Background: an optimization exercise with open tools, aiming at small area, a short achievable clock period and few clock cycles. Do not read the settings as production practice. Function was checked by simulation only, so behaviour that the tests miss may differ from the original. No activity file was given, so power comes from the tool's default toggle rates.

==> flow/flow/run.sh <==
#!/bin/bash
set -euo pipefail
cd "$(dirname "$0")/.."
echo "export SETUP_SLACK_MARGIN = 7.5" >> config.mk
bash standard.sh > standard.log 2>&1
==> flow/standard.sh <==
#!/bin/bash
# synth_recipe.tcl (not shown) runs the flow's synth.tcl, then flattens the netlist and writes it again
# the make line also repeats each setting of config.mk as NAME=value (left out here)
make -C /OpenROAD-flow-scripts/flow DESIGN_CONFIG=/design/flow/config.mk WORK_HOME=/design/flow/orfs CLKGATE_MAP_FILE= SYNTH_SCRIPT=/design/flow/synth_recipe.tcl "${@:-finish}"
==> flow/config.mk <==
export PLATFORM = sky130hd
export DESIGN_NAME = CHIP
export DESIGN_NICKNAME = CHIP
export VERILOG_FILES = /design/flow/design.v
export SDC_FILE = /design/flow/constraint.sdc
export NUM_CORES = 4
export LEC_CHECK = 0
export CAP_MARGIN = 20
export CORE_MARGIN = 2
export CORE_UTILIZATION = 45
export PLACE_DENSITY = 0.6
export SLEW_MARGIN = 20
export SETUP_SLACK_MARGIN = 7.5
==> flow/constraint.sdc <==
create_clock -name core_clock -period 12.0 [get_ports {clk}]
set_input_delay 2.4000 -clock core_clock [delete_from_list [all_inputs] [get_ports {clk}]]
set_output_delay 2.4000 -clock core_clock [all_outputs]
set_load 0.01 [all_outputs]
==> flow/design.v <==
module CHIP (	clk,
                rst_n,
                mem_read_D,
                mem_write_D,
                mem_addr_D,
                mem_wdata_D,
                mem_rdata_D,
                mem_ready_D,
                mem_read_I,
                mem_write_I,
                mem_addr_I,
                mem_wdata_I,
                mem_rdata_I,
                mem_ready_I,
                DCACHE_addr,
                DCACHE_wdata,
                DCACHE_wen
            );
input			clk, rst_n;
output			mem_read_D;
output			mem_write_D;
output	[31:4]	mem_addr_D;
output	[127:0]	mem_wdata_D;
input	[127:0]	mem_rdata_D;
input			mem_ready_D;
output			mem_read_I;
output			mem_write_I;
output	[31:4]	mem_addr_I;
output	[127:0]	mem_wdata_I;
input	[127:0]	mem_rdata_I;
input			mem_ready_I;
output	[29:0]	DCACHE_addr;
output	[31:0]	DCACHE_wdata;
output			DCACHE_wen;
    integer i;
    function [31:0] swap;
        input [31:0] v;
        swap = {v[7:0], v[15:8], v[23:16], v[31:24]};
    endfunction
    function [119:0] ipack;
        input [127:0] l;
        integer n;
        reg [31:0] w;
        begin
            for (n = 0; n < 4; n = n + 1) begin
                w = swap(l[n*32 +: 32]);
                ipack[n*30 +: 30] = w[31:2];
            end
        end
    endfunction
    reg  [29:0] pc;                  
    reg         d_valid;
    reg  [29:0] d_pc;
    reg  [31:0] d_ins;
    reg         e_we, e_load, e_store, e_br, e_bne, e_pred, e_jalr, e_link;
    reg  [4:0]  e_rd;
    reg  [31:0] e_a, e_b, e_sd;
    reg         e_fm1, e_fw1, e_fm2, e_fw2, e_sfm, e_sfw;
    reg         e_sub, e_sra;
    reg  [5:0]  e_fsel;              
    reg         e_sl;                
    reg  [29:0] e_alt;               
    reg         m_we, m_load, m_store;
    reg  [4:0]  m_rd;
    reg  [31:0] m_res, m_sd;
    reg  [29:0] st_addr;             
    reg         w_we;
    reg  [4:0]  w_rd;
    reg  [31:0] w_data;
    reg  [31:0] regs [1:31];
    reg         pv, pdone;
    reg  [4:0]  prd;
    reg  [1:0]  pword;
    reg  [31:0] pdata;
    wire        go_pend;
    wire        freeze;              
    wire        ex_redirect;
    wire [29:0] ex_target;
    reg  [1:0]   iv [0:3];           
    reg  [25:0]  it0 [0:3], it1 [0:3];
    reg  [119:0] id0 [0:3], id1 [0:3];
    reg  [3:0]   ilru;               
    reg          ibusy;
    reg  [27:0]  ireq;
    reg          sbv;
    reg  [27:0]  sbtag;
    reg  [119:0] sbdat;
    wire [27:0] pc_line = pc[29:2];
    wire [1:0]  pset    = pc[3:2];
    wire        ih0 = iv[pset][0] & (it0[pset] == pc[29:4]);
    wire        ih1 = iv[pset][1] & (it1[pset] == pc[29:4]);
    wire        ihs = sbv & (sbtag == pc_line);
    wire        ifwd = mem_ready_I & (ireq == pc_line);
    wire [119:0] iline = ih0 ? id0[pset] : ih1 ? id1[pset] : ihs ? sbdat : ipack(mem_rdata_I);
    wire        if_ok = ih0 | ih1 | ihs | ifwd;
    wire [31:0] if_ins = {iline[pc[1:0]*30 +: 30], 2'b11};
    wire [27:0] nl1 = pc_line + 28'd1;
    wire [27:0] nl2 = pc_line + 28'd2;
    wire        c1 = (iv[nl1[1:0]][0] & (it0[nl1[1:0]] == nl1[27:2])) |
                     (iv[nl1[1:0]][1] & (it1[nl1[1:0]] == nl1[27:2]));
    wire        c2 = (iv[nl2[1:0]][0] & (it0[nl2[1:0]] == nl2[27:2])) |
                     (iv[nl2[1:0]][1] & (it1[nl2[1:0]] == nl2[27:2]));
    wire        s1 = sbv & (sbtag == nl1);
    wire        s2 = sbv & (sbtag == nl2);
    wire        id_redirect;
    wire        id_jump;             
    assign mem_read_I  = ibusy;
    assign mem_write_I = 1'b0;
    assign mem_addr_I  = ireq;
    assign mem_wdata_I = 128'b0;
    wire        promote = (ihs & ~ih0 & ~ih1) | (ibusy & mem_ready_I & s1);
    wire [1:0]  sset = sbtag[1:0];
    wire        sway = ~iv[sset][0] ? 1'b0 : ~iv[sset][1] ? 1'b1 : ilru[sset];
    always @(posedge clk) begin
        if (!rst_n) begin
            ibusy <= 1'b0;
            ilru  <= 4'b0;
            sbv   <= 1'b0;
            for (i = 0; i < 4; i = i + 1) iv[i] <= 2'b00;
        end else begin
            if (ih0 | ih1) ilru[pset] <= ih0;
            if (promote) begin
                if (sway) begin
                    iv[sset][1] <= 1'b1;
                    it1[sset]   <= sbtag[27:2];
                    id1[sset]   <= sbdat;
                end else begin
                    iv[sset][0] <= 1'b1;
                    it0[sset]   <= sbtag[27:2];
                    id0[sset]   <= sbdat;
                end
                ilru[sset] <= ~sway;
            end
            if (ibusy) begin
                if (mem_ready_I) begin
                    ibusy <= 1'b0;
                    sbv   <= 1'b1;
                    sbtag <= ireq;
                    sbdat <= ipack(mem_rdata_I);
                end
            end else if (!if_ok && !e_br && !e_jalr && !id_jump) begin
                ibusy <= 1'b1;
                ireq  <= pc_line;
            end else if (e_br || e_jalr || id_jump || (d_valid && (is_br || is_jr))) begin
            end else if (!c1 && !s1) begin
                ibusy <= 1'b1;
                ireq  <= nl1;
            end else if ((c1 || s1) && !c2 && !s2) begin
                ibusy <= 1'b1;
                ireq  <= nl2;
            end
        end
    end
    wire [4:0]  op  = d_ins[6:2];
    wire [2:0]  f3  = d_ins[14:12];
    wire [4:0]  rs1 = d_ins[19:15];
    wire [4:0]  rs2 = d_ins[24:20];
    wire [4:0]  rd  = d_ins[11:7];
    wire is_r   = op == 5'b01100;
    wire is_i   = op == 5'b00100;
    wire is_ld  = op == 5'b00000;
    wire is_st  = op == 5'b01000;
    wire is_br  = op == 5'b11000;
    wire is_jal = op == 5'b11011;
    wire is_jr  = op == 5'b11001;
    wire use1   = ~is_jal;
    wire use2   = is_r | is_st | is_br;
    wire wr     = is_r | is_i | is_ld | is_jal | is_jr;
    wire [31:0] imm_i = {{20{d_ins[31]}}, d_ins[31:20]};
    wire [31:0] imm_s = {{20{d_ins[31]}}, d_ins[31:25], d_ins[11:7]};
    wire [29:0] imm_b = {{20{d_ins[31]}}, d_ins[7], d_ins[30:25], d_ins[11:9]};
    wire [29:0] imm_j = {{12{d_ins[31]}}, d_ins[19:12], d_ins[20], d_ins[30:22]};
    wire [29:0] br_tgt = d_pc + imm_b;
    wire [29:0] j_tgt  = d_pc + imm_j;
    wire [29:0] pc4    = d_pc + 30'd1;
    wire [31:0] r1 = (rs1 == 5'd0) ? 32'd0 : (w_we && w_rd == rs1) ? w_data : regs[rs1];
    wire [31:0] r2 = (rs2 == 5'd0) ? 32'd0 : (w_we && w_rd == rs2) ? w_data : regs[rs2];
    wire ld_use = d_valid & (
                  (e_load & (e_rd != 5'd0) & ((use1 & (rs1 == e_rd)) | (use2 & (rs2 == e_rd)))) |
                  (m_load & (m_rd != 5'd0) & ((use1 & (rs1 == m_rd)) | (use2 & (rs2 == m_rd)))) |
                  (pv & (prd != 5'd0) & ((use1 & (rs1 == prd)) | (use2 & (rs2 == prd)))));
    wire pred   = is_br & ((rs1 == rs2) ? ~f3[0] : (d_ins[31] | f3[0]));
    assign id_jump = d_valid & (is_jal | pred);
    assign id_redirect = d_valid & (is_jal | pred) & ~ld_use & ~freeze & ~ex_redirect;
    wire [29:0] id_target = is_jal ? j_tgt : br_tgt;
    wire m1 = e_we & (e_rd != 5'd0) & (e_rd == rs1);
    wire w1 = m_we & (m_rd != 5'd0) & (m_rd == rs1);
    wire m2 = e_we & (e_rd != 5'd0) & (e_rd == rs2);
    wire w2 = m_we & (m_rd != 5'd0) & (m_rd == rs2);
    wire useimm = is_i | is_ld | is_st | is_jr;
    wire [3:0] fn = is_r ? {d_ins[30], f3} : (is_i ? {f3 == 3'b101 && d_ins[30], f3} : 4'b0000);
    always @(posedge clk) begin
        if (!rst_n) begin
            e_we <= 1'b0; e_load <= 1'b0; e_store <= 1'b0; e_br <= 1'b0;
            e_jalr <= 1'b0; e_link <= 1'b0;
        end else if (!freeze) begin
            if (ex_redirect || ld_use || !d_valid) begin
                e_we <= 1'b0; e_load <= 1'b0; e_store <= 1'b0; e_br <= 1'b0;
                e_jalr <= 1'b0; e_link <= 1'b0;
            end else begin
                e_we <= wr; e_load <= is_ld; e_store <= is_st; e_br <= is_br;
                e_jalr <= is_jr; e_link <= is_jal | is_jr;
            end
            e_rd   <= rd;
            e_bne  <= f3[0];
            e_pred <= pred;
            e_a    <= r1;
            e_b    <= useimm ? (is_st ? imm_s : imm_i) : r2;
            e_sd   <= r2;
            e_fm1  <= m1;
            e_fw1  <= w1 & ~m1;
            e_fm2  <= m2 & ~useimm;
            e_fw2  <= w2 & ~m2 & ~useimm;
            e_sfm  <= m2;
            e_sfw  <= w2 & ~m2;
            e_sub  <= (fn == 4'b1000) | (fn[2:0] == 3'b010) | is_br;
            e_sra  <= fn[3];
            e_sl   <= fn[2:0] == 3'b001;
            e_fsel <= {fn[1:0] == 2'b01,                
                       fn[2:0] == 3'b010,               
                       fn[2:0] == 3'b100,               
                       fn[2:0] == 3'b110,               
                       fn[2:0] == 3'b111,               
                       fn[2:0] == 3'b000};              
            e_alt  <= (pred | ~is_br) ? pc4 : br_tgt;    
        end
    end
    wire [31:0] opa = e_fm1 ? m_res : e_fw1 ? w_data : e_a;
    wire [31:0] opb = e_fm2 ? m_res : e_fw2 ? w_data : e_b;
    wire [31:0] sdv = e_sfm ? m_res : e_sfw ? w_data : e_sd;
    wire [31:0] sum = opa + (e_sub ? ~opb : opb) + {31'd0, e_sub};
    wire        lt  = (opa[31] ^ opb[31]) ? opa[31] : sum[31];
    wire [31:0] shr = $signed({e_sra & opa[31], opa}) >>> opb[4:0];
    wire [31:0] shl = opa << opb[4:0];
    wire [31:0] alu = ({32{e_fsel[0]}} & sum) |
                      ({32{e_fsel[1]}} & (opa & opb)) |
                      ({32{e_fsel[2]}} & (opa | opb)) |
                      ({32{e_fsel[3]}} & (opa ^ opb)) |
                      ({32{e_fsel[4]}} & {31'd0, lt}) |
                      ({32{e_fsel[5]}} & (e_sl ? shl : shr));
    wire        eq  = (opa == opb);
    assign ex_redirect = (e_br & ((eq ^ e_bne) ^ e_pred)) | e_jalr;
    assign ex_target   = e_jalr ? sum[31:2] : e_alt;
    always @(posedge clk) begin
        if (!rst_n) begin
            m_we <= 1'b0; m_load <= 1'b0; m_store <= 1'b0;
        end else if (!freeze) begin
            m_we    <= e_we;
            m_load  <= e_load;
            m_store <= e_store;
            m_rd    <= e_rd;
            m_res   <= e_link ? {e_alt, 2'b00} : alu;
            m_sd    <= sdv;
            if (e_store) st_addr <= sum[31:2];
        end
    end
    localparam ND = 8;
    localparam NB = 3;
    reg  [ND-1:0] dv, dd;
    reg  [3:0]    dm   [0:ND-1];
    reg  [27:0]   dtag [0:ND-1];
    reg  [127:0]  ddat [0:ND-1];
    reg  [NB-1:0] vptr;
    reg  [1:0]    est;               
    reg  [NB-1:0] eline;
    wire [27:0]   m_line = m_res[31:4];
    wire [1:0]    m_word = m_res[3:2];
    reg  [ND-1:0] dh, dwv;
    always @(*) for (i = 0; i < ND; i = i + 1) begin
        dh[i]  = dv[i] & (dtag[i] == m_line);
        dwv[i] = dm[i][m_word];
    end
    wire          taghit = |dh;
    wire          wvalid = |(dh & dwv);
    reg  [NB-1:0] hidx;
    always @(*) begin
        hidx = {NB{1'b0}};
        for (i = 0; i < ND; i = i + 1) if (dh[i]) hidx = hidx | i[NB-1:0];
    end
    wire          eng_idle  = ~est[0] & ~est[1];
    wire          vdirty    = dv[vptr] & dd[vptr];
    wire [NB-1:0] vptr1     = vptr + 1'b1;
    wire          cln_sel   = ~vdirty;
    reg  [NB-1:0] cfind, cptr;
    integer j;
    always @(*) begin
        cfind = vptr;
        for (j = ND-1; j >= 0; j = j - 1)
            if (dv[vptr + j[NB-1:0]] & dd[vptr + j[NB-1:0]]) cfind = vptr + j[NB-1:0];
    end
    always @(posedge clk) cptr <= cfind;
    wire          cdirty    = dv[cptr] & dd[cptr];
    reg           blk;
    wire          alloc_ok  = ~vdirty & (eng_idle | (eline != vptr));
    wire          fill_now  = est[0] & mem_ready_D;
    wire          st_wbhit  = (est[1] & dh[eline]) | fill_now;
    wire          ld_fwd    = est[0] & mem_ready_D & dh[eline] & ~wvalid;
    assign freeze = (m_load & ~(taghit & wvalid) & ~ld_fwd & ~go_pend) |
                    (m_store & (taghit ? st_wbhit : (~alloc_ok | fill_now)));
    wire          st_hit    = m_store & taghit & ~st_wbhit;
    wire          st_alloc  = m_store & ~taghit & alloc_ok & ~fill_now;
    wire          ld_alloc  = m_load & ~taghit & alloc_ok & eng_idle;
    wire          ld_fill   = m_load & taghit & ~wvalid & eng_idle;
    assign        go_pend   = (ld_alloc | ld_fill) & ~pv;
    reg  [127:0] dline;
    always @(*) begin
        dline = 128'd0;
        for (i = 0; i < ND; i = i + 1) dline = dline | ({128{dh[i]}} & ddat[i]);
    end
    wire [31:0] ld_val = swap(ld_fwd ? mem_rdata_D[m_word*32 +: 32] : dline[m_word*32 +: 32]);
    wire [31:0] st_val = swap(m_sd);
    assign mem_read_D  = est[0];
    assign mem_write_D = est[1];
    reg  [27:0]  eaddr;
    reg  [127:0] ewdata;
    assign mem_addr_D  = eaddr;
    assign mem_wdata_D = ewdata;
    assign DCACHE_wen   = m_store;
    assign DCACHE_addr  = st_addr;
    assign DCACHE_wdata = st_val;
    always @(posedge clk) blk <= rst_n & freeze & (m_load | m_store) & ~taghit & vdirty;
    integer k;
    always @(posedge clk) begin
        if (!rst_n) begin
            dv <= {ND{1'b0}};
            dd <= {ND{1'b0}};
            vptr <= {NB{1'b0}};
            est <= 2'd0;
            eline <= {NB{1'b0}};
        end else begin
            case (est)
            2'd0: begin
                if (ld_fill) begin
                    est <= 2'd1; eline <= hidx;
                end else if (ld_alloc) begin
                    est <= 2'd1; eline <= vptr;
                end else if (cdirty & ((~m_load & ~m_store) | (blk & vdirty))) begin
                    est    <= (dm[cptr] == 4'hf) ? 2'd2 : 2'd1;
                    eline  <= cptr;
                end
                eaddr  <= (m_load & ~(blk & vdirty)) ? m_line : dtag[cptr];
                ewdata <= ddat[cptr];
            end
            2'd1: if (mem_ready_D) begin
                est <= 2'd0;
                dm[eline] <= 4'hf;
            end
            default: if (mem_ready_D) begin
                est <= 2'd0;
                dd[eline] <= 1'b0;
            end
            endcase
            if (ld_alloc | st_alloc) begin
                dv[vptr]   <= 1'b1;
                dtag[vptr] <= m_line;
                dm[vptr]   <= st_alloc ? (4'b0001 << m_word) : 4'b0000;
                dd[vptr]   <= st_alloc;
                vptr <= vptr + 1'b1;
            end
            if (st_hit) begin
                dd[hidx] <= 1'b1;
                dm[hidx][m_word] <= 1'b1;
            end
        end
    end
    wire [ND-1:0] st_line = ({ND{st_hit}} & dh) | ({ND{st_alloc}} & ({{(ND-1){1'b0}}, 1'b1} << vptr));
    always @(posedge clk) begin
        for (i = 0; i < ND; i = i + 1)
            for (k = 0; k < 4; k = k + 1)
                if ((fill_now & (eline == i) & ~dm[i][k]) | (st_line[i] & (m_word == k)))
                    ddat[i][k*32 +: 32] <= fill_now ? mem_rdata_D[k*32 +: 32] : st_val;
    end
    always @(posedge clk) begin
        if (!rst_n) begin
            w_we <= 1'b0;
        end else if (!freeze) begin
            w_we   <= m_we & ~go_pend;
            w_rd   <= m_rd;
            w_data <= m_load ? ld_val : m_res;
        end
    end
    wire p_kill = pv & w_we & (w_rd == prd);
    wire p_wr   = pv & pdone & ~w_we;
    always @(posedge clk) begin
        if (!rst_n) begin
            pv <= 1'b0;
            pdone <= 1'b0;
        end else begin
            if (go_pend) begin
                pv <= 1'b1; pdone <= 1'b0; prd <= m_rd; pword <= m_word;
            end else if (p_kill | p_wr) begin
                pv <= 1'b0; pdone <= 1'b0;
            end else if (pv & ~pdone & fill_now) begin
                pdone <= 1'b1;
                pdata <= swap(mem_rdata_D[pword*32 +: 32]);
            end
        end
    end
    always @(posedge clk) begin
        if (!rst_n) begin
            for (i = 1; i < 32; i = i + 1) regs[i] <= 32'd0;
        end else if (p_wr) begin
            if (prd != 5'd0) regs[prd] <= pdata;
        end else if (w_we && w_rd != 5'd0) begin
            regs[w_rd] <= w_data;
        end
    end
    always @(posedge clk) begin
        if (!rst_n) begin
            pc <= 30'd0;
            d_valid <= 1'b0;
        end else if (!freeze) begin
            if (ex_redirect) begin
                pc <= ex_target;
                d_valid <= 1'b0;
            end else if (ld_use) begin
            end else if (id_redirect) begin
                pc <= id_target;
                d_valid <= 1'b0;
            end else begin
                d_valid <= if_ok;
                d_pc    <= pc;
                d_ins   <= if_ins;
                if (if_ok) pc <= pc + 30'd1;
            end
        end
    end
endmodule
==> results of run 1 <==
-- per-layer routing --
| layer | global-route usage, % | routed length, um |
|---|---|---|
| met1 | 42.74 | 286700 |
| met2 | 49.36 | 354700 |
| met3 | 8.337 | 99770 |
| met4 | 16.56 | 48610 |
| met5 | 0 | 356 |
-- timing repair --
action | 4_1_cts | 5_1_grt
gates resized for setup | 625 | 238
gates cloned | 42 | 14
setup endpoints to repair | 4029 | 2423
pin swaps | 55 | 60
hold endpoints to repair | 0 | 0
setup buffers | 192 | 57
-- kinds of logic (layout without fill, tap and decap cells) --
| family | count (synthesis) | in the layout | synth area share (%) |
|---|---|---|---|
| multiplexers | 2079 | 2081 | 16.97 |
| XOR/XNOR | 765 | 765 | 3.214 |
| other | 1 | 188 | 0.001772 |
| AND/OR/NAND/NOR | 3529 | 3541 | 7.172 |
| adder cells (fa/ha/maj) | 177 | 177 | 1.056 |
| buffers and inverters | 1539 | 2303 | 3.097 |
| flip-flops | 4314 | 4314 | 60.82 |
| AO/OA/AOI/OAI | 2335 | 2338 | 7.666 |
-- critical path, stage by stage, from the launching register on --
cell and delay, ns:
sky130_fd_sc_hd__edfxtp_1 0.42, sky130_fd_sc_hd__buf_4 0.51, sky130_fd_sc_hd__buf_6 0.56, sky130_fd_sc_hd__mux4_2 0.43
sky130_fd_sc_hd__a222oi_1 0.39, sky130_fd_sc_hd__and4_1 0.30, sky130_fd_sc_hd__nor3b_2 0.21, sky130_fd_sc_hd__buf_6 0.51
sky130_fd_sc_hd__mux2i_2 0.84, sky130_fd_sc_hd__o21ai_0 0.16
-- cells in the final DEF, fill, tap and decap left out, types with 104 or more instances in the layout --
cell,netlist,final
sky130_fd_sc_hd__buf_4,168,441
sky130_fd_sc_hd__conb_1,1,161
sky130_fd_sc_hd__clkdlybuf4s50_1,0,426
sky130_fd_sc_hd__xnor2_1,535,501
sky130_fd_sc_hd__o22ai_1,144,116
sky130_fd_sc_hd__a21oi_1,394,347
sky130_fd_sc_hd__nand3_1,185,179
sky130_fd_sc_hd__a211oi_1,113,111
sky130_fd_sc_hd__nand2_1,1050,969
sky130_fd_sc_hd__mux4_2,1184,1184
sky130_fd_sc_hd__clkinv_1,8,104
sky130_fd_sc_hd__buf_6,3,110
sky130_fd_sc_hd__o21ai_0,527,494
sky130_fd_sc_hd__a222oi_1,257,257
sky130_fd_sc_hd__mux2i_1,672,614
sky130_fd_sc_hd__mux2_2,223,195
sky130_fd_sc_hd__a22oi_1,176,171
sky130_fd_sc_hd__edfxtp_1,4228,4228
sky130_fd_sc_hd__inv_1,222,213
sky130_fd_sc_hd__ha_1,173,154
sky130_fd_sc_hd__a221oi_1,119,108
sky130_fd_sc_hd__clkbuf_16,0,473
sky130_fd_sc_hd__nor2_1,1642,1611
sky130_fd_sc_hd__nand4_1,193,193
sky130_fd_sc_hd__xor2_1,223,211
sky130_fd_sc_hd__o211ai_1,108,108
-- sequential cells by signal, indices dropped and copies added, names as in the netlist, 32 cells and up, named ones only --
| register | count |
|---|---|
| ddat | 1024 |
| regs | 1024 |
| id0 | 480 |
| id1 | 480 |
| dtag | 224 |
| ewdata | 128 |
| sbdat | 120 |
| it0 | 104 |
| it1 | 104 |
| dm | 32 |
| e_b | 32 |
| e_sd | 32 |
| m_res | 32 |
| m_sd | 32 |
| pdata | 32 |
| w_data | 32 |
-- layout make-up --
type / count / area [sq um]
Tap cell: 6198 / 7755
Fill cell: 38500 / 221000
Antenna cell: 27 / 67.56
Multi-Input combinational cell: 9063 / 80760
Inverter: 232 / 939.7
Clock inverter: 286 / 2883
Sequential cell: 4314 / 128700
Timing Repair Buffer: 1231 / 13580
Clock buffer: 554 / 11920
-- how the worst max path moves through the flow --
stage                     slack (ns)            to  depth (start not counted)        start
after floorplan                 2.12     d_ins[10]                          9  mem_ready_D
after global placement          5.10     m_res[15]                          9  mem_ready_D
after detailed placement        5.06     m_res[12]                          9  mem_ready_D
after CTS                       7.42  regs[18][25]                         10        rst_n
after global routing            7.30    w_data[22]                          9     m_res[3]
final                           7.21    w_data[23]                          9     m_res[3]
-- through the flow --
step	worst slack, ns	power (uW)	hold slack (ns)	cells
after floorplan	2.115	20040	0.4029	14900
after global routing	7.303	37500	0.5228	21880
final	7.207	36650	0.4740	21910
after global placement	5.104	22050	0.4568	20720
after CTS	7.423	36460	0.4672	21800
after detailed placement	5.064	22070	0.4578	20730
-- power by group through the flow --
| stage | clock (uW) | combinational, uW | sequential, uW |
|---|---|---|---|
| floorplan | 0 | 2500 | 17500 |
| CTS | 14300 | 4830 | 17300 |
| finish | 14200 | 5110 | 17300 |
| global route | 14900 | 5250 | 17300 |
| global placement | 0 | 4370 | 17700 |
| detailed placement | 0 | 4380 | 17700 |
==> impl_results.md, run 1 <==
- Status: timing/DRC/antenna clean
- Sequential Power Share: 47.2%
- Number of global-route vias before repair: 138600
- Total iterations of the first detailed-routing run: 10
- Switching power as a share of total power: 26.69%
- Leakage: 0.08294 uW
- Number of cells traversed by the worst register-to-register path: 9
- Worst Min Path Start: sbv
- Die area: 475700 sq um
- Setup repair after global routing missed its margin: yes
- Number of sinks driven by the clock tree: 4314
- Relative slew slack: 13.10%
- Final Max Tran Viols: 0
- Kind of critical path: reg -> reg
- Post-Route Setup TNS: 0 ns
- Area overhead of the layout relative to synthesis: 16.58%
- Worst reg2reg startpoint: m_res[3]
- Clock root buffer: sky130_fd_sc_hd__clkbuf_16
- Remaining routing DRC violations: 0
- Insertion delay to the later sink of the worst-skew pair: 1.10 ns
- Share of flip-flops with an asynchronous set or reset after synthesis: 0%
- Vert. Die Dim: 689.7 um
- Endpoint class of the critical path: flop
- Arrival @ worst endpoint: 5.57 ns
- Instance count of the mapped netlist: 14740
- Yosys warning total: 2
- Final instance area: 246600 sq um
- Antenna violations before repair: 68
- Post-synth design cell area: 211600 sq um
- Highest clock frequency the design can meet: 0.2086 GHz
- Count of unique library cells instantiated by Yosys: 106
- Hold-critical path endpoint: sbv
- Site row count: 251
- Number of enable flip-flop cells after synthesis: 4228
- Number of cells on the worst hold path: 2
- Fraction of final layout cells with drive strength greater than 1: 21.55%
- Number of placed I/O pins: 639
- Global-route wire length before repair: 1081 mm
- Yosys top cell by area: sky130_fd_sc_hd__edfxtp_1
- Final period demand of the worst path: 4.793 ns
- GP Congestion: 0.9747
- Hold Crit Class: reg -> reg
- # Max-Cap Violations: 0
- CTS Hold Buffers Added: 0
- Total count of hold-check failures in the final report: 0
- Startpoint types: flop
- Fraction of power consumed by combinational cells: 13.9%
- Placed inst area: 224400 sq um
- Starting utilization of the core area: 45.24%
- Minimum setup slack among reg-to-reg paths: 7.21 ns
- Horiz. Die Dim: 689.7 um
- Maximum number of pins on one net before global-route repair: 114
- Internal power consumption: 26870 uW
- Most used DFF post-synth: sky130_fd_sc_hd__edfxtp_1
- Post-Syn Area per Cell: 14.35 sq um
- Final setup fails: 0
- Detailed-route vias per instance: 6.634
- Drt total wl: 790.2 mm
- Net Sw Power: 9783 uW
- Post-synthesis register bit count: 4314
- Final cycle utilization of the critical path: 39.94%
- Number of CTS-inserted buffers: 456
- Required time of the critical path: 12.78 ns
- Proportion of power drawn by the clock network: 38.8%
- Clock transition at the register clock pins on the worst setup and hold paths after CTS: 0.07 ns
- Proportion of netlist area held by the largest area contributor: 60.01%
- Post-synthesis sequential area ratio: 60.82%
- Violation count after the first detailed-routing iteration: 22170
- Routed wire per std cell: 36.07 um
- Tightest Pin Transition: 1.290 ns
- CP max FO: 47
- Clock skew: 0.1090 ns
- Vias after detailed routing: 145300
- Final antenna-violating net count: 0
- Max VDD drop: 0.0001385 V
- Maximum buffer depth of the clock tree: 4
- Number of H-tree branching levels: 5
- Fin nets: 15730
- Most area-consuming cells after synthesis: sky130_fd_sc_hd__edfxtp_1 60%, sky130_fd_sc_hd__mux4_2 13%, sky130_fd_sc_hd__mux2i_1 3.2%
- Area of the core region: 467600 sq um
- Pwr Density: 148.6 nW/um^2
- Global route overflow: 0
- Most frequently used cell type in the post-synthesis netlist: sky130_fd_sc_hd__edfxtp_1
- Clock tree from TritonCTS: yes
- Top post-synthesis cells by count: 4228 x sky130_fd_sc_hd__edfxtp_1, 1642 x sky130_fd_sc_hd__nor2_1, 1184 x sky130_fd_sc_hd__mux4_2, 1050 x sky130_fd_sc_hd__nand2_1, 821 x sky130_fd_sc_hd__clkbuf_1
- Number of port buffers: 501
- HPWL after detailed placement: 486.2 mm
- Worst reg2reg path endpoint: w_data[23]
- Global-route usage over all layers: 32.28%
- End-of-flow core utilization: 52.75%
Testbench counts, summed over its fixed seeds: cycles 155,788.
==> run 2: changes to the inputs <==
--- a/flow/design.v
+++ b/flow/design.v
@@ -396,8 +396,10 @@
             end
         end
     end
+    reg rst_q;
+    always @(posedge clk) rst_q <= rst_n;
     always @(posedge clk) begin
-        if (!rst_n) begin
+        if (!rst_q) begin
             for (i = 1; i < 32; i = i + 1) regs[i] <= 32'd0;
         end else if (p_wr) begin
             if (prd != 5'd0) regs[prd] <= pdata;
==> impl_results.md, run 2 <==
- Status: timing/DRC/antenna clean
- Maximum number of pins on one net before global-route repair: 121 (+6.1%)
- Leading cell type in the layout, fill and taps excluded: sky130_fd_sc_hd__edfxtp_1
- Die area: 476600 sq um (+0.20%)
- # Max-Cap Violations: 0 (unchanged)
- Yosys warning total: 2 (unchanged)
- Hold Crit Class: reg -> reg
- Number of cells on the worst hold path: 0 (-2)
- Global-route usage over all layers: 32.54% (+0.26 points)
- Leakage: 0.08366 uW (+0.87%)
- Number of global-route vias before repair: 138900 (+0.20%)
- Clock skew: 0.07840 ns (-0.03064 ns)
- Number of CTS-inserted buffers: 451 (-1.1%)
- Endpoint class of the critical path: flop
- Area overhead of the layout relative to synthesis: 17.78%
- Worst reg2reg startpoint: e_fw2
- Number of cells traversed by the worst register-to-register path: 23 (+14)
- Clock root buffer: sky130_fd_sc_hd__clkbuf_16
- Most used DFF post-synth: sky130_fd_sc_hd__edfxtp_1
- Setup repair after global routing missed its margin: yes
- Clock tree from TritonCTS: yes
- Number of H-tree branching levels: 5 (unchanged)
- Clock transition at the register clock pins on the worst setup and hold paths after CTS: 0.06 ns (about the same)
- Final setup fails: 0 (unchanged)
- Number of placed I/O pins: 639 (unchanged)
- Site row count: 252 (+0.40%)
- Final Max Tran Viols: 0 (unchanged)
- Worst reg2reg path endpoint: pc[12]
- Number of sinks driven by the clock tree: 4287 (-0.63%)
- Minimum setup slack among reg-to-reg paths: 7.15 ns (-0.06 ns)
- Number of port buffers: 501 (unchanged)
- Total count of hold-check failures in the final report: 0 (unchanged)
- Hold-critical path endpoint: d_pc[22]
- GP Congestion: 0.9793 (+0.47%)
- Vias after detailed routing: 145400 (+0.044%)
- Number of enable flip-flop cells after synthesis: 4195 (-0.78%)
- Most frequently used cell type in the post-synthesis netlist: sky130_fd_sc_hd__edfxtp_1
- Largest registers ranked by flip-flop count: ddat x1024, regs x1024
- Maximum buffer depth of the clock tree: 4 (unchanged)
- Number of non-filler instances in the completed layout: 21920 (+0.064%)
- Final period demand of the worst path: 4.851 ns (+0.05806 ns)
- Violation count after the first detailed-routing iteration: 22740 (+2.6%)
- Yosys top cell by area: sky130_fd_sc_hd__edfxtp_1
- Post-Route Setup TNS: 0 ns (unchanged)
- Total design power: 36610 uW (-0.12%)
- CTS Hold Buffers Added: 0 (unchanged)
- Share of flip-flops with an asynchronous set or reset after synthesis: 0% (unchanged)
- Most area-consuming cells after synthesis: sky130_fd_sc_hd__edfxtp_1 59%, sky130_fd_sc_hd__mux4_2 14%, sky130_fd_sc_hd__nor2_1 2.7%
- Remaining routing DRC violations: 0 (unchanged)
- Top post-synthesis cells by count: 4195 x sky130_fd_sc_hd__edfxtp_1, 1547 x sky130_fd_sc_hd__nor2_1, 1335 x sky130_fd_sc_hd__mux4_2, 1265 x sky130_fd_sc_hd__nand2_1, 850 x sky130_fd_sc_hd__clkbuf_1
- Routed wire per std cell: 36.71 um (+1.8%)
- Final antenna-violating net count: 0 (unchanged)
- Startpoint types: flop
- Instance count of the mapped netlist: 14570 (-1.2%)
- Area of the core region: 470100 sq um (+0.53%)
- Commonest cells after routing, fill and taps aside: 4195 x sky130_fd_sc_hd__edfxtp_1, 1504 x sky130_fd_sc_hd__nor2_1, 1336 x sky130_fd_sc_hd__mux4_2, 1183 x sky130_fd_sc_hd__nand2_1, 515 x sky130_fd_sc_hd__buf_4
- Drt total wl: 804.7 mm (+1.8%)
- Starting utilization of the core area: 45.10% (-0.15 points)
- Required time of the critical path: 12.91 ns (+0.13 ns)
- Antenna violations before repair: 112 (+65%)
- Proportion of netlist area held by the largest area contributor: 59.42% (-0.59 points)
- Insertion delay to the later sink of the worst-skew pair: 1.07 ns (-0.03 ns)
- Relative slew slack: 20.42% (+7.3 points)
- Final cycle utilization of the critical path: 40.42% (+0.48 points)
- Worst Min Path Start: pc[22]
- Post-synthesis register bit count: 4287 (-0.63%)
- Horiz. Die Dim: 690.4 um (+0.10%)
- Fin nets: 15710 (-0.18%)
- Pwr Density: 146.6 nW/um^2 (-1.3%)
- HPWL after detailed placement: 475.4 mm (-2.2%)
- CP max FO: 5 (-89%)
- Fraction of final layout cells with drive strength greater than 1: 24.16% (+2.6 points)
- Post-synthesis sequential area ratio: 60.29% (-0.54 points)
- Max VDD drop: 0.0001542 V (+11%)
- Highest clock frequency the design can meet: 0.2061 GHz (-1.2%)
- Global route overflow: 0 (unchanged)
- Tightest Pin Transition: 1.190 ns (-0.09992 ns)
- Count of unique library cells instantiated by Yosys: 102 (-3.8%)
- Global-route wire length before repair: 1094 mm (+1.2%)
- Post-synth design cell area: 212000 sq um (+0.21%)
- Total iterations of the first detailed-routing run: 9 (-1)
- Kind of critical path: reg -> reg
- Detailed-route vias per instance: 6.633 (about the same)
- Vert. Die Dim: 690.4 um (+0.10%)
- Number of instances in the placed design: 20520 (-0.99%)
- Post-Syn Area per Cell: 14.56 sq um (+1.4%)
- Arrival @ worst endpoint: 5.76 ns (+0.19 ns)
-- run 2: cell types whose count changed in the layout (fill, tap and decap cells not counted), sizes merged, moves of 60 or more --
cell	before	now
nor2	1652	1550
buf	700	817
mux2	223	303
mux4	1184	1338
a222oi	257	197
xor2	223	287
nand2	1050	1268
mux2i	674	530
a21oi	396	295
o21ai	533	446
a22o	98	18
xnor2	535	455
nand4	194	260
-- run 2: worst max path at each step --
stage	end	slack, ns	start	cells past startpoint
after floorplan	st_addr[0]	3.39	mem_ready_D	10
after global placement	id1[0][18]	4.41	pc[3]	12
after detailed placement	id1[0][44]	4.42	pc[3]	12
after CTS	regs[19][13]	7.24	rst_q	6
after global routing	pc[15]	7.03	e_fw2	24
final	pc[12]	7.15	e_fw2	23
-- run 2: what timing repair did --
action                                  in CTS  in global routing
setup buffers                              299                109
pin swaps                                  173                116
cloned                                      73                 22
endpoints found under the setup margin    3686               2795
gates resized for setup                    724                264
-- run 2: metal layers --
layer  up-vias  routed length, um  track usage (%)
li1      58570                  -                -
met1     74330             286300            42.04
met2     10240             363600            50.10
met3      2164              99120            8.323
met4        88              55100            18.62
met5         -                636           0.1700
-- run 2: cell type report --
type                       count  area (sq um)
sequential                  4287        127900
clock buffer                 559         11850
inverter                     199         789.5
multi-input combinational   8964         83010
antenna                       60         150.1
clock inverter               261          2572
fill                       38390        220400
tap                         6223          7786
timing repair buffer        1366         15640
-- run 2: stage by stage --
stage	setup WS (ns)	area (sq um)	util, %	hold slack [ns]
3_5_place_dp	4.416	224400	47.74	0.4250
6_report	7.149	249700	53.11	0.4396
2_1_floorplan	3.390	212900	-	0.4029
4_1_cts	7.239	246700	52.47	0.4405
3_3_place_gp	4.406	224400	47.73	0.4169
5_1_grt	7.033	249600	53.10	0.4617
-- run 2: cells by family (layout without fill, tap and decap cells) --
logic type                 after synthesis  in the layout  share of synthesized area (%)
other                                    1            221                       0.001769
xor gates and xnor gates               759            759                          3.247
adders and majority gates              177            177                          1.055
and+or+nand+nor                       3679           3694                          7.512
DFF                                   4287           4287                          60.29
AOI/OAI and AO/OA                     2002           2002                          6.574
buffers and inverters                 1489           2385                          2.992
muxes                                 2171           2171                          18.33
-- run 2: critical path: stages (launching register included) --
cell and delay, ns:
sky130_fd_sc_hd__edfxtp_1 0.41, sky130_fd_sc_hd__buf_12 0.15, sky130_fd_sc_hd__buf_16 0.14, sky130_fd_sc_hd__buf_12 0.15
sky130_fd_sc_hd__buf_12 0.13, sky130_fd_sc_hd__mux2i_4 0.37, sky130_fd_sc_hd__nor2_2 0.07, sky130_fd_sc_hd__a21oi_2 0.20
sky130_fd_sc_hd__ha_4 0.24, sky130_fd_sc_hd__nor4_4 0.41, sky130_fd_sc_hd__nand4_1 0.19, sky130_fd_sc_hd__nor2_2 0.22
sky130_fd_sc_hd__xnor2_2 0.15, sky130_fd_sc_hd__and2_4 0.19, sky130_fd_sc_hd__nor2_4 0.05, sky130_fd_sc_hd__buf_12 0.12
sky130_fd_sc_hd__nand4_1 0.16, sky130_fd_sc_hd__buf_4 0.16, sky130_fd_sc_hd__nor4_4 0.04, sky130_fd_sc_hd__buf_4 0.17
sky130_fd_sc_hd__buf_8 0.14, sky130_fd_sc_hd__nor2_2 0.39, sky130_fd_sc_hd__a211oi_1 0.15, sky130_fd_sc_hd__a32o_1 0.25
-- run 2: where the power goes --
group | switching (uW) | internal [uW] | total [uW]
sequential | 369 | 17000 | 17300
combinational | 3330 | 2060 | 5390
clock | 6080 | 7810 | 13900
total | 9770 | 26800 | 36600
Testbench counts of run 2, summed over its fixed seeds: cycles 155,788.
==> run 3: changes to the inputs <==
--- a/flow/design.v
+++ b/flow/design.v
@@ -302,12 +302,12 @@
     wire          ld_alloc  = m_load & ~taghit & alloc_ok & eng_idle;
     wire          ld_fill   = m_load & taghit & ~wvalid & eng_idle;
     assign        go_pend   = (ld_alloc | ld_fill) & ~pv;
-    reg  [127:0] dline;
+    reg  [31:0] dword;
     always @(*) begin
-        dline = 128'd0;
-        for (i = 0; i < ND; i = i + 1) dline = dline | ({128{dh[i]}} & ddat[i]);
+        dword = 32'd0;
+        for (i = 0; i < ND; i = i + 1) dword = dword | ({32{dh[i]}} & ddat[i][m_word*32 +: 32]);
     end
-    wire [31:0] ld_val = swap(ld_fwd ? mem_rdata_D[m_word*32 +: 32] : dline[m_word*32 +: 32]);
+    wire [31:0] ld_val = swap(ld_fwd ? mem_rdata_D[m_word*32 +: 32] : dword);
     wire [31:0] st_val = swap(m_sd);
     assign mem_read_D  = est[0];
     assign mem_write_D = est[1];
==> impl_results.md, run 3 <==
- Status: timing/DRC/antenna clean
- Die area: 481500 sq um (+1.0%)
- Antenna violations before repair: 88 (-21%)
- Most frequently used cell type in the post-synthesis netlist: sky130_fd_sc_hd__edfxtp_1
- Post-Route Setup TNS: 0 ns (unchanged)
- Most used DFF post-synth: sky130_fd_sc_hd__edfxtp_1
- Slowest stage cell on the critical path: sky130_fd_sc_hd__nor4_4
- Tightest Pin Transition: 1.231 ns (+0.04101 ns)
- Number of non-filler instances in the completed layout: 21840 (-0.35%)
- Arrival @ worst endpoint: 5.65 ns (-0.11 ns)
- Routed wire per std cell: 36.41 um (-0.83%)
- Leading cell type in the layout, fill and taps excluded: sky130_fd_sc_hd__edfxtp_1
- Leakage: 0.08444 uW (+0.94%)
- Clock transition at the register clock pins on the worst setup and hold paths after CTS: 0.06 ns (about the same)
- Delay-heaviest family, CP: simple AND/OR/NAND/NOR gates
- Top post-synthesis cells by count: 4195 x sky130_fd_sc_hd__edfxtp_1, 1582 x sky130_fd_sc_hd__nor2_1, 1572 x sky130_fd_sc_hd__mux4_2, 1070 x sky130_fd_sc_hd__nand2_1, 766 x sky130_fd_sc_hd__clkbuf_1
- Number of instances in the placed design: 20490 (-0.15%)
- Maximum buffer depth of the clock tree: 4 (unchanged)
- Detailed-route vias per instance: 6.586 (-0.71%)
- Number of cells traversed by the worst register-to-register path: 22 (-4.3%)
- Final cycle utilization of the critical path: 39.45% (-0.97 points)
- Placed inst area: 226900 sq um (+1.1%)
- Global-route wire length before repair: 1086 mm (-0.79%)
- Worst reg2reg path endpoint: pc[27]
- Commonest cells after routing, fill and taps aside: 4195 x sky130_fd_sc_hd__edfxtp_1, 1572 x sky130_fd_sc_hd__mux4_2, 1553 x sky130_fd_sc_hd__nor2_1, 992 x sky130_fd_sc_hd__nand2_1, 541 x sky130_fd_sc_hd__buf_4
- Setup slack at placement: 3.978 ns (-0.4378 ns)
- Number of CTS-inserted buffers: 454 (+0.67%)
- Proportion of netlist area held by the largest area contributor: 58.82% (-0.60 points)
- Total count of hold-check failures in the final report: 0 (unchanged)
- Site row count: 253 (+0.40%)
- Total iterations of the first detailed-routing run: 9 (unchanged)
- Final period demand of the worst path: 4.734 ns (-0.1167 ns)
- Clock root buffer: sky130_fd_sc_hd__clkbuf_16
- Post-synthesis register bit count: 4287 (unchanged)
- Area of the core region: 474500 sq um (+0.94%)
- Starting utilization of the core area: 45.13% (about the same)
- Final antenna-violating net count: 0 (unchanged)
- GP Congestion: 0.9626 (-1.7%)
- CP max FO: 8 (+3)
- Number of sinks driven by the clock tree: 4287 (unchanged)
- Horiz. Die Dim: 693.9 um (+0.51%)
- Highest clock frequency the design can meet: 0.2112 GHz (+2.5%)
- Fin nets: 15600 (-0.69%)
- End-of-flow core utilization: 53.03% (-0.080 points)
- Final instance area: 251700 sq um (+0.78%)
- Hold Crit Class: reg -> reg
- Area overhead of the layout relative to synthesis: 17.50%
- Count of cell instances traversed by the critical path: 22 (-4.3%)
- Clock tree from TritonCTS: yes
- Worst-case setup margin in the final layout: 7.266 ns (+0.1167 ns)
- Final Max Tran Viols: 0 (unchanged)
- Required time of the critical path: 12.91 ns (about the same)
- Max VDD drop: 0.0002477 V (+61%)
- Clock skew: 0.09287 ns (+0.01447 ns)
- Number of port buffers: 501 (unchanged)
- Post-synthesis sequential area ratio: 59.68% (-0.61 points)
- Vias after detailed routing: 143900 (-1.0%)
- CP Cell Sequence: buf_6 -> buf_16 -> mux2i_4 -> nor2_1 -> a21oi_4 -> ha_4 -> nor4_4 -> nand4_1 -> buf_4 -> o21a_1 -> nor3_4 -> buf_6 -> nor2_4 -> and2_4 -> nand2_4 -> a211oi_4 -> buf_12 -> buf_12 -> buf_6 -> nor3_1 -> a21o_1 -> o32ai_2
- CP endpoint: pc[27]
- Sequential cell area: 127900 sq um (about the same)
- Most area-consuming cells after synthesis: sky130_fd_sc_hd__edfxtp_1 59%, sky130_fd_sc_hd__mux4_2 17%, sky130_fd_sc_hd__nor2_1 2.8%
- Setup repair after global routing missed its margin: yes
- HPWL after detailed placement: 481.9 mm (+1.4%)
- Largest registers ranked by flip-flop count: ddat x1024, regs x1024
- Count of unique library cells instantiated by Yosys: 106 (+3.9%)
- Crit path buf inv count: 7 (-1)
- Yosys top cell by area: sky130_fd_sc_hd__edfxtp_1
- Pwr Density: 149.4 nW/um^2 (+1.9%)
- Global route overflow: 0 (unchanged)
- Final setup fails: 0 (unchanged)
- Post-Syn Area per Cell: 14.83 sq um (+1.9%)
- Number of enable flip-flop cells after synthesis: 4195 (unchanged)
- Kind of critical path: reg -> reg
- Relative slew slack: 17.35% (-3.1 points)
- Instance count of the mapped netlist: 14440 (-0.83%)
- Fraction of final layout cells with drive strength greater than 1: 25.74% (+1.6 points)
- Endpoint class of the critical path: flop
- Cell repeated most along the worst path: sky130_fd_sc_hd__buf_6
- Startpoint types: flop
- Yosys warning total: 2 (unchanged)
- Number of H-tree branching levels: 5 (unchanged)
- Vert. Die Dim: 693.9 um (+0.51%)
- Remaining routing DRC violations: 0 (unchanged)
- Worst Min Path Start: pc[7]
- Violation count after the first detailed-routing iteration: 21880 (-3.8%)
- Worst reg2reg startpoint: e_fw2
- Maximum number of pins on one net before global-route repair: 119 (-1.7%)
- # Max-Cap Violations: 0 (unchanged)
- Number of global-route vias before repair: 137700 (-0.92%)
- Insertion delay to the later sink of the worst-skew pair: 1.06 ns (about the same)
- Combined area of the multi-input logic cells: 84460 sq um (+1.8%)
- Drt total wl: 795.3 mm (-1.2%)
- Post-synth design cell area: 214200 sq um (+1.0%)
- Longest individual stage delay on the worst path: 0.50 ns (+0.09 ns)
- Share of flip-flops with an asynchronous set or reset after synthesis: 0% (unchanged)
- Global-route usage over all layers: 31.96% (-0.58 points)
- Minimum setup slack among reg-to-reg paths: 7.27 ns (+0.12 ns)
- Number of placed I/O pins: 639 (unchanged)
- Fillers: 38420 (+0.081%)
- Launch point of the worst path: e_fw2
==> run 3: cell types whose count changed in the layout (fill, tap and decap cells not counted), moves of 49 or more <==
cell	delta
sky130_fd_sc_hd__xor2_1	-61
sky130_fd_sc_hd__inv_1	+72
sky130_fd_sc_hd__a22oi_1	-115
sky130_fd_sc_hd__xnor2_1	+49
sky130_fd_sc_hd__a222oi_1	-186
sky130_fd_sc_hd__nand3_1	+87
sky130_fd_sc_hd__nor2_1	+49
sky130_fd_sc_hd__nand2_1	-191
sky130_fd_sc_hd__nand4_1	-72
sky130_fd_sc_hd__o21ai_0	-62
sky130_fd_sc_hd__a21oi_1	+126
sky130_fd_sc_hd__mux4_2	+236
==> run 3: how the worst min path moves through the flow <==
stage,to,depth (start not counted)
floorplan,d_pc[11],0
detailed placement,d_pc[7],0
global placement,d_pc[7],0
finish,d_pc[7],0
CTS,e_rd[1],0
global route,d_pc[7],0
==> run 3: repair_timing <==
| item | CTS | global route |
|---|---|---|
| pin swaps | 85 | 70 |
| gates resized for setup | 726 | 236 |
| setup buffers | 225 | 133 |
| gates cloned | 65 | 23 |
| hold buffers | 0 | 0 |
| endpoints found under the setup margin | 3159 | 2669 |
==> run 3: cells by family after synthesis <==
group | after synthesis | share of synthesized area, %
compound gates | 1714 | 5.222
xor+xnor | 741 | 3.096
fa+ha+maj | 177 | 1.045
buf+inv | 1533 | 3.046
flops | 4287 | 59.68
mux | 2401 | 20.60
other cells | 1 | 0.001751
simple gates | 3590 | 7.310
==> run 3: layout make-up <==
type / instances / area share, %
antenna: 50 / 0.04972
clock buffer: 562 / 4.734
clock inverter: 279 / 1.080
inverter: 271 / 0.4301
multi-input combinational: 8793 / 33.56
sequential: 4287 / 50.83
tap: 6247 / 3.106
timing repair buffer: 1354 / 6.206
==> run 3: layer usage <==
layer | track usage (%) | routed length [um] | vias up
met5 | 0.05001 | 450 | -
met4 | 17.12 | 53380 | 70
met3 | 7.620 | 93130 | 2267
met2 | 49.39 | 361400 | 9973
met1 | 42.01 | 286900 | 73830
li1 | - | - | 57720
==> run 3: through the flow <==
step / hold WS [ns] / total power [uW]
2_1_floorplan: 0.4029 / 20760
3_5_place_dp: 0.4397 / 22940
4_1_cts: 0.5070 / 37340
3_3_place_gp: 0.4172 / 22910
5_1_grt: 0.4861 / 38410
6_report: 0.4725 / 37600
==> run 3: report_power, final <==
part	switching [uW]	leakage [uW]	total, uW	internal (uW)
Combinational	3780	0.0370	6220	2440
Clock	6180	0.00713	14100	7960
Sequential	323	0.0403	17200	16900
Testbench counts of run 3, summed over its fixed seeds: cycles 155,788.

==> static timing again, ports no longer ideal <==
No port has a modelled driver above. Below, the same layouts with a new extraction and two added sets of constraints.
Step 1 assumes that a clkbuf_16 drives the clock port and a buf_2 every other input.
Step 2 also shifts input and output timing later by t, the mid clock arrival at the registers, as if the neighbouring blocks saw the same clock.
Three values: ideal, step 1, step 2; two values: the first two.
run | t (ns) | slack for setup (ns) | hold slack, ns | worst setup path at the end | worst register clock-pin slew, ns
run 1 | 1.158 | 7.207 / 7.207 / 6.312 | 0.474 / 0.474 / 0.474 | input to register | 0.07 / 0.07
run 2 | 1.164 | 7.149 / 7.149 / 6.321 | 0.440 / 0.440 / 0.440 | input to register | 0.07 / 0.07
run 3 | 1.151 | 7.266 / 7.266 / 6.338 | 0.473 / 0.473 / 0.473 | input to register | 0.08 / 0.08
After both steps setup and hold are still met in every run listed. The setup slack of run 3, which loses most, moves by 0.000 ns with the drivers and by -0.928 ns with both steps.
